Context: an optimization exercise on an open-source flow, tuned for small area, a short achievable clock period and few clock cycles per item. The choices shown serve that exercise and are no tape-out recipe. The RTL was checked by simulation tests, not by an equivalence proof against the original design. The flow treats the clock pin as an ideal source, which a real chip does not have. No activity file was given, so power comes from the tool's default toggle rates.

==> flow/design.v <==
module register_file #(
    parameter DATA_WIDTH = 32,
    parameter NUM_REGS   = 16
)(
    input                       clk,
    input                       rst_n,
    input                       wr_req,
    input   [3:0]               wr_sel,
    input   [DATA_WIDTH-1:0]    wr_data,
    input   [DATA_WIDTH/8-1:0]  wr_strb,
    output reg                  wr_done,
    input                       rd_req,
    input   [3:0]               rd_sel,
    output reg [DATA_WIDTH-1:0] rd_data,
    output reg                  rd_done
);
    localparam NB = DATA_WIDTH/8;
    reg [DATA_WIDTH*NUM_REGS-1:0] regs;
    reg [NUM_REGS-1:0]            valid;
    wire [DATA_WIDTH-1:0] wr_data_m;
    genvar g;
    generate
        for (g = 0; g < NB; g = g + 1) begin : g_m
            assign wr_data_m[8*g +: 8] = wr_data[8*g +: 8] & {8{wr_strb[g]}};
        end
    endgenerate
    reg [3:0] wr_lo, wr_hi, rd_lo, rd_hi;
    integer j;
    always @(*)
        for (j = 0; j < 4; j = j + 1) begin
            wr_lo[j] = wr_req && wr_sel[1:0] == j;
            wr_hi[j] = wr_sel[3:2] == j;
            rd_lo[j] = rd_sel[1:0] == j;
            rd_hi[j] = rd_sel[3:2] == j;
        end
    reg [NUM_REGS-1:0] wr_hit;
    reg [NUM_REGS-1:0] rd_hit;
    integer r, b;
    always @(*)
        for (r = 0; r < NUM_REGS; r = r + 1) begin
            wr_hit[r] = wr_lo[r % 4] && wr_hi[r / 4];
            rd_hit[r] = rd_lo[r % 4] && rd_hi[r / 4] && valid[r];
        end
    always @(posedge clk or negedge rst_n) begin
        if (!rst_n) begin
            valid   <= {NUM_REGS{1'b0}};
            wr_done <= 1'b0;
            rd_done <= 1'b0;
        end else begin
            valid   <= valid | wr_hit;
            wr_done <= wr_req;
            rd_done <= rd_req;
        end
    end
    always @(posedge clk)
        for (r = 0; r < NUM_REGS; r = r + 1)
            for (b = 0; b < NB; b = b + 1)
                if (wr_lo[r % 4] && wr_hi[r / 4] && (wr_strb[b] || !valid[r]))
                    regs[r*DATA_WIDTH + 8*b +: 8] <= wr_data_m[8*b +: 8];
    reg [DATA_WIDTH-1:0] rd_next;
    always @(*) begin
        rd_next = {DATA_WIDTH{1'b0}};
        for (r = 0; r < NUM_REGS; r = r + 1)
            rd_next = rd_next | (regs[r*DATA_WIDTH +: DATA_WIDTH] & {DATA_WIDTH{rd_hit[r]}});
    end
    always @(posedge clk)
        rd_data <= rd_next;
endmodule
module axi_system_top #
(
    parameter ADDR_WIDTH = 32,
    parameter DATA_WIDTH = 32,
    parameter NUM_REGS   = 16
)
(
    input                       aclk,
    input                       aresetn,
    input                       m_wr_req,
    input   [ADDR_WIDTH-1:0]    m_wr_addr,
    input   [DATA_WIDTH-1:0]    m_wr_data,
    input   [DATA_WIDTH/8-1:0]  m_wr_strb,
    output                      m_wr_done,
    output  [1:0]               m_wr_resp,
    input                       m_rd_req,
    input   [ADDR_WIDTH-1:0]    m_rd_addr,
    output  [DATA_WIDTH-1:0]    m_rd_data,
    output                      m_rd_done,
    output  [1:0]               m_rd_resp
);
    register_file #(
        .DATA_WIDTH (DATA_WIDTH),
        .NUM_REGS   (NUM_REGS)
    ) u_regs (
        .clk     (aclk),
        .rst_n   (aresetn),
        .wr_req  (m_wr_req),
        .wr_sel  (m_wr_addr[5:2]),
        .wr_data (m_wr_data),
        .wr_strb (m_wr_strb),
        .wr_done (m_wr_done),
        .rd_req  (m_rd_req),
        .rd_sel  (m_rd_addr[5:2]),
        .rd_data (m_rd_data),
        .rd_done (m_rd_done)
    );
    assign m_wr_resp = 2'b00;
    assign m_rd_resp = 2'b00;
endmodule
export LEC_CHECK = 0
export CAP_MARGIN = 20
export CORE_MARGIN = 2
export CORE_UTILIZATION = 66
export CTS_CLUSTER_DIAMETER = 80
export CTS_CLUSTER_SIZE = 30
export SETUP_SLACK_MARGIN = 2.1
export SLEW_MARGIN = 20
create_clock -name core_clock -period 4.0 [get_ports {aclk}]
standard.sh (not shown) runs the stock make flow with config.mk's settings and CLKGATE_MAP_FILE= SYNTH_SCRIPT=/design/flow/synth_recipe.tcl, a recipe that flattens the netlist after the stock synthesis.
==> flow/flow/run.sh <==
#!/bin/bash
# The standard layout, with the resizer free to change a cell's footprint,
# plain buf_1 cells as the port buffers (upsized by the resizer as needed),
# a flatter clock tree (flow/post_cts.tcl) and an extra gate-sizing pass
# after global route (flow/post_grt.tcl).
set -euo pipefail
export POST_CTS_TCL="$PWD/flow/post_cts.tcl"
export POST_GLOBAL_ROUTE_TCL="$PWD/flow/post_grt.tcl"
bash standard.sh MATCH_CELL_FOOTPRINT=0 "BUFFER_PORTS_ARGS=-buffer_cell sky130_fd_sc_hd__buf_1" \
  "POST_CTS_TCL=$PWD/flow/post_cts.tcl" "POST_GLOBAL_ROUTE_TCL=$PWD/flow/post_grt.tcl" \
  finish > standard.log 2>&1
==> flow/flow/post_cts.tcl <==
# Flatten the clock tree's middle level: CTS builds root -> two H-tree
# buffers -> leaf buffers -> flip-flops. Here the leaf buffers are moved
# onto the root's net and the two middle buffers removed, which lowers the
# insertion delay of every flip-flop alike (all leaves stay one level below
# the root).
set block [ord::get_db_block]
set root [$block findInst clkbuf_0_aclk]
if {$root ne "NULL"} {
  set rnet [[$root findITerm X] getNet]
  set mids {}
  foreach inst [$block getInsts] {
    if {[string match "clkbuf_1_*_aclk" [$inst getName]]} { lappend mids $inst }
  }
  foreach inst $mids {
    set onet [[$inst findITerm X] getNet]
    foreach it [$onet getITerms] {
      if {[[$it getInst] getName] eq [$inst getName]} continue
      $it disconnect
      $it connect $rnet
    }
    [$inst findITerm A] disconnect
    [$inst findITerm X] disconnect
    odb::dbInst_destroy $inst
    odb::dbNet_destroy $onet
  }
  puts "post_cts: removed [llength $mids] middle clock buffers"
}
==> flow/flow/post_grt.tcl <==
puts "post_grt: extra sizing to setup margin 2.3"
estimate_parasitics -global_routing
report_worst_slack -max
repair_timing -setup -setup_margin 2.3 -repair_tns 0 -sequence "sizeup,swap" -verbose
global_route -start_incremental
detailed_placement
global_route -end_incremental
estimate_parasitics -global_routing
report_worst_slack -max
The baseline finished with timing, DRC and antenna clean.
Testbench counts at the start, summed over its fixed seeds: cycles 6,168, items 8,192.
Next try:
==> flow/flow/run.sh (replaced) <==
#!/bin/bash
# The standard layout, with the resizer free to change a cell's footprint.
set -euo pipefail
bash standard.sh MATCH_CELL_FOOTPRINT=0 "BUFFER_PORTS_ARGS=-buffer_cell sky130_fd_sc_hd__buf_1" finish > standard.log 2>&1
- CORE_UTILIZATION: 66 -> 64
removed: flow/flow/post_cts.tcl
removed: flow/flow/post_grt.tcl
Design area is about the same. Setup slack is worse by 0.067 ns. Wire length drops slightly. Combinational power went down by a few percent. Critical path depth is higher by 2. Cell count does not change. Die area grows by a few percent. Area after synthesis does not change. Sequential power barely changes. Via count fell slightly. Count of clock-buffer cells in the layout is unchanged.
Next try:
==> flow/flow/run.sh (replaced) <==
#!/bin/bash
# The standard layout, with the resizer free to change a cell's footprint,
# plain buf_1 cells as the port buffers (upsized by the resizer as needed),
# and an extra gate-sizing pass after global route (flow/post_grt.tcl).
set -euo pipefail
export POST_GLOBAL_ROUTE_TCL="$PWD/flow/post_grt.tcl"
bash standard.sh MATCH_CELL_FOOTPRINT=0 "BUFFER_PORTS_ARGS=-buffer_cell sky130_fd_sc_hd__buf_1" \
  "POST_GLOBAL_ROUTE_TCL=$PWD/flow/post_grt.tcl" finish > standard.log 2>&1
==> flow/flow/post_grt.tcl (new file) <==
puts "post_grt: extra sizing to setup margin 2.3"
estimate_parasitics -global_routing
report_worst_slack -max
repair_timing -setup -setup_margin 2.3 -repair_tns 10 -sequence "sizeup,swap" -verbose
global_route -start_incremental
detailed_placement
global_route -end_incremental
estimate_parasitics -global_routing
report_worst_slack -max
- CORE_UTILIZATION: 64 -> 66
- The changed run passed the timing, DRC and antenna checks
- power stays flat
- wire length climbs slightly
- design area stays flat
- die area drops by a few percent
Next try:
==> flow/flow/run.sh (replaced) <==
#!/bin/bash
# The standard layout, with the resizer free to change a cell's footprint.
set -euo pipefail
bash standard.sh MATCH_CELL_FOOTPRINT=0 "BUFFER_PORTS_ARGS=-buffer_cell sky130_fd_sc_hd__buf_1" finish > standard.log 2>&1
- CORE_UTILIZATION: 66 -> 68
- SETUP_SLACK_MARGIN: 2.1 -> 2.2
removed: flow/flow/post_grt.tcl
After rerunning: Synthesized cell count is unchanged; total power climbs by 1.9%; global-route usage climbs by 4.2 points; non-clock buffer count climbs by 40; worst setup slack degrades by 0.18 ns; worst hold slack hardly moves; core utilization climbs by 7.6 points; routed wire length climbs by 16%; combinational power climbs by 37%; clock-buffer cell count climbs by 2.
Next try:
==> flow/flow/run.sh (replaced) <==
#!/bin/bash
# The standard layout, with the resizer free to change a cell's footprint,
# plain buf_1 cells as the port buffers (upsized by the resizer as needed),
# and an extra gate-sizing pass after global route (flow/post_grt.tcl).
set -euo pipefail
export POST_GLOBAL_ROUTE_TCL="$PWD/flow/post_grt.tcl"
bash standard.sh MATCH_CELL_FOOTPRINT=0 "BUFFER_PORTS_ARGS=-buffer_cell sky130_fd_sc_hd__buf_1" \
  "POST_GLOBAL_ROUTE_TCL=$PWD/flow/post_grt.tcl" finish > standard.log 2>&1
==> flow/flow/post_grt.tcl (new file) <==
puts "post_grt: extra sizing to setup margin 2.3"
estimate_parasitics -global_routing
report_worst_slack -max
repair_timing -setup -setup_margin 2.3 -repair_tns 0 -sequence "sizeup,swap" -verbose
global_route -start_incremental
detailed_placement
global_route -end_incremental
estimate_parasitics -global_routing
report_worst_slack -max
- CORE_UTILIZATION: 68 -> 66
- SETUP_SLACK_MARGIN: 2.2 -> 2.0
=> Routed wire length drops by 15%; die area climbs by 3.0%; global-route usage drops by 4.9 points; worst hold slack is worse by 0.0064 ns; area after synthesis stays the same; final cell count drops by 2.5%; synthesized cell count is unchanged; first-iteration DRC count drops by 37%; final area drops by 7.0%; sequential power stays flat.
Next try:
==> flow/flow/run.sh (replaced) <==
#!/bin/bash
# The standard layout, with the resizer free to change a cell's footprint.
set -euo pipefail
bash standard.sh MATCH_CELL_FOOTPRINT=0 "BUFFER_PORTS_ARGS=-buffer_cell sky130_fd_sc_hd__buf_1" finish > standard.log 2>&1
- CORE_UTILIZATION: 66 -> 72
- SETUP_SLACK_MARGIN: 2.0 -> 2.1
removed: flow/flow/post_grt.tcl
Outcome: Worst hold slack improved by 0.030 ns; wire length is higher by about 9%; clock skew stays flat; power went down by about 0.9%; setup slack got worse by 0.14 ns; clock power fell by about 4%; synthesized cell count stays the same; utilization rose by 6.8 points.

-- port drivers added, routing unchanged --
The results above use ideal ports. As a check the final layouts listed here were re-extracted and re-timed, cells and wires unchanged.
Step 1 (the two cells are an assumption about what drives the block):
set clk [get_ports {aclk}]
set_driving_cell -lib_cell sky130_fd_sc_hd__clkbuf_16 $clk
set_driving_cell -lib_cell sky130_fd_sc_hd__buf_2 [delete_from_list [all_inputs] $clk]
Step 2 also shifts input and output timing later by t, the mid clock arrival at the registers, as if the neighbouring blocks saw the same clock.
a / b / c = ideal ports / drivers / drivers and shift; a / b = the first two.
run	t, ns	setup WS [ns]	worst slew at a driven data input, ns	pins driven straight from the clock port
the first run	0.607	2.126 / 2.087 / 1.495	0.08	1
the second run	0.621	2.059 / 2.022 / 1.400	0.11	1
the third run	0.617	2.130 / 2.079 / 1.540	0.09	1
the fourth run	0.615	1.951 / 1.978 / 1.364	0.11	1
the fifth run	0.613	2.124 / 2.072 / 1.545	0.09	1
the sixth run	0.609	1.988 / 2.014 / 1.406	0.08	1
After both steps setup and hold are still met in every run listed. The setup slack of the second run, which loses most, moves by -0.037 ns with the drivers and by -0.659 ns with both steps.
